This is an optimization exercise on Yosys and OpenROAD, whose aim is small area, a short achievable clock period and few clock cycles per item, not a production implementation.
The RTL was checked by simulation tests, not by an equivalence proof against the original design.
No activity file was given, so power comes from the tool's default toggle rates.

Setup of quartz:
## argmax16
module argmax16 #(
  parameter bit REG_MID = 1    
) (
  input  logic         clk,
  input  logic         rstn,        
  input  logic         in_valid,
  input  logic [255:0] in_data,     
  output logic         out_valid,
  output logic [3:0]   out_idx
);
==> flow/config.mk <==
export PLATFORM = sky130hd
export DESIGN_NAME = argmax16
export DESIGN_NICKNAME = argmax16
export VERILOG_FILES = /design/flow/design.v
export SDC_FILE = /design/flow/constraint.sdc
export NUM_CORES = 4
export LEC_CHECK = 0
export CAP_MARGIN = 20
export CORE_MARGIN = 2
export CORE_UTILIZATION = 40
export SLEW_MARGIN = 20
==> flow/constraint.sdc <==
create_clock -name core_clock -period 8.5 [get_ports {clk}]
set_input_delay 1.7000 -clock core_clock [delete_from_list [all_inputs] [get_ports {clk}]]
set_output_delay 1.7000 -clock core_clock [all_outputs]
set_load 0.01 [all_outputs]
standard.sh (not shown) runs the stock make flow with config.mk's settings and CLKGATE_MAP_FILE= SYNTH_SCRIPT=/design/flow/synth_recipe.tcl, a recipe that flattens the netlist after the stock synthesis.
==> flow/flow/run.sh <==
#!/bin/bash
# Standard ORFS layout, with the port buffers made of sky130 buf cells
# instead of the delay buffer buffer_ports picks by default.
set -e
export BUFFER_PORTS_ARGS="-buffer_cell sky130_fd_sc_hd__buf_2"
bash standard.sh > standard.log 2>&1
Testbench counts of quartz, summed over its fixed seeds: cycles 8,200, items 8,192.
Changes in raven relative to quartz:
Settings: SETUP_SLACK_MARGIN newly set to 4; CORE_UTILIZATION changed from 40 to 55.
-- flow/flow/run.sh --
<<< quartz, line 5
export BUFFER_PORTS_ARGS="-buffer_cell sky130_fd_sc_hd__buf_2"
>>> raven, line 5
export BUFFER_PORTS_ARGS="-buffer_cell sky130_fd_sc_hd__buf_1"
==> comparison <==
- raven gives more worst setup slack than quartz did.
- raven against quartz: die area dropped 0.0080 mm^2, area growth from synthesis to final layout now sits lower, total number of placement rows has decreased, buffer count excluding the clock tree in the final layout now larger, post-route cell area now smaller.
Setup changes, raven to juniper
Settings: a change of CORE_UTILIZATION from 55 to 40.
-- flow/flow/run.sh --
<<< raven, line 5
export BUFFER_PORTS_ARGS="-buffer_cell sky130_fd_sc_hd__buf_1"
>>> juniper, line 5
export BUFFER_PORTS_ARGS="-buffer_cell sky130_fd_sc_hd__buf_2"
==> run notes <==
- Lower share of the cycle needed by the critical path after routing among raven and juniper: juniper
- Compared with raven, in juniper worst setup slack saw an increase; clock-pin slew reported for the worst setup and hold paths after clock tree synthesis barely changed; net switching power shows an increase of 0.000011 W; die area now sits higher.
- Taking raven as the reference, in juniper cell count saw an increase; wire length reported by the detailed router moved up; clock power share went down.
- Diff raven -> juniper | wire length of the first global-routing pass | up by a few percent
- Going from raven to juniper, the leakage power of the design was found to have gone up by about 15%.
- juniper ends up with lower utilization after layout than raven does.
Input changes introduced in xenon (baseline for comparison: juniper):
Settings: a change of SETUP_SLACK_MARGIN from 4 to 5.
-- flow/flow/run.sh --
<<< juniper, line 5
export BUFFER_PORTS_ARGS="-buffer_cell sky130_fd_sc_hd__buf_2"
>>> xenon, line 5
export BUFFER_PORTS_ARGS="-buffer_cell sky130_fd_sc_hd__buf_1"
Results
- Looking at the reports, xenon completed the entire flow and the layout it produced met the timing, design-rule and antenna checks.
- Overall track demand over capacity in global routing: xenon higher than juniper
- xenon vs juniper: cell area after layout up in xenon
- Higher worst hold slack among juniper and xenon: juniper
- xenon vs juniper: final cell count up in xenon
- Clock period minus final worst setup slack of juniper is on par with xenon.

* * *

## old
Another version of the RTL of argmax16 (not shown whole).
For scale: roughly 1500 cells after synthesis, roughly 73 flip-flops, ~260 I/O pins, ~10000 sq um of cells after synthesis.
export LEC_CHECK = 0
export CAP_MARGIN = 20
export CORE_MARGIN = 2
export CORE_UTILIZATION = 55
export CTS_BUF_LIST = sky130_fd_sc_hd__clkbuf_8 sky130_fd_sc_hd__clkbuf_16
export CTS_CLUSTER_DIAMETER = 150
export CTS_CLUSTER_SIZE = 40
export SETUP_SLACK_MARGIN = 4
export SLEW_MARGIN = 20
create_clock -name core_clock -period 8.5 [get_ports {clk}]
==> flow/flow/run.sh <==
#!/bin/bash
# Standard ORFS layout, with the port buffers made of sky130 buf cells
# instead of the delay buffer buffer_ports picks by default.
set -e
export BUFFER_PORTS_ARGS="-buffer_cell sky130_fd_sc_hd__buf_1"
bash standard.sh > standard.log 2>&1
Every stage of the flow completed for old, and the final layout passed the timing, design-rule and antenna checks.
Testbench counts of old, summed over its fixed seeds: cycles 8,200, items 8,192.
Input changes introduced in new (baseline for comparison: old):
- CTS_BUF_LIST: sky130_fd_sc_hd__clkbuf_8 sky130_fd_sc_hd__clkbuf_16 -> unset
- TNS_END_PERCENT: unset -> 10
- CTS_CLUSTER_DIAMETER: 150 -> unset
- SETUP_SLACK_MARGIN: 4 -> 5
- CTS_CLUSTER_SIZE: 40 -> unset
[summary]
Via count of the first global-routing pass: new and old compared, higher one is new. Met2 track demand over resource (new over old): increase, 1.2 points. Compared with old, new shows a lower relative contribution of the clock network to total power.

[afterwards: timing with drivers on the ports]
How much do the figures lean on ideal ports? The routed layouts below were timed once more, with nothing changed but the port constraints. Step 1, drivers: a clkbuf_16 drives clk and a buf_2 each remaining input, both assumed. Step 2 also shifts input and output timing later by t, the mid clock arrival at the registers, as if the neighbouring blocks saw the same clock. a / b / c = ideal ports / drivers / drivers and shift; a / b = the first two.
| run | t (ns) | setup WS [ns] | hold WS [ns] |
|---|---|---|---|
| quartz | 0.390 | 3.130 / 3.086 / 3.289 | 1.117 / 1.098 / 1.487 |
| raven | 0.368 | 3.749 / 3.714 / 3.790 | 1.121 / 1.109 / 1.477 |
| juniper | 0.392 | 3.764 / 3.717 / 3.675 | 1.116 / 1.094 / 1.486 |
| xenon | 0.385 | 3.767 / 3.724 / 4.109 | 1.102 / 1.084 / 1.468 |
| old | 0.390 | 3.770 / 3.726 / 3.738 | 1.105 / 1.086 / 1.476 |
| new | 0.381 | 3.771 / 3.727 / 3.475 | 1.117 / 1.100 / 1.480 |
After both steps setup and hold are still met in every run listed. The setup slack of new, which loses most, moves by -0.044 ns with the drivers and by -0.296 ns with both steps.
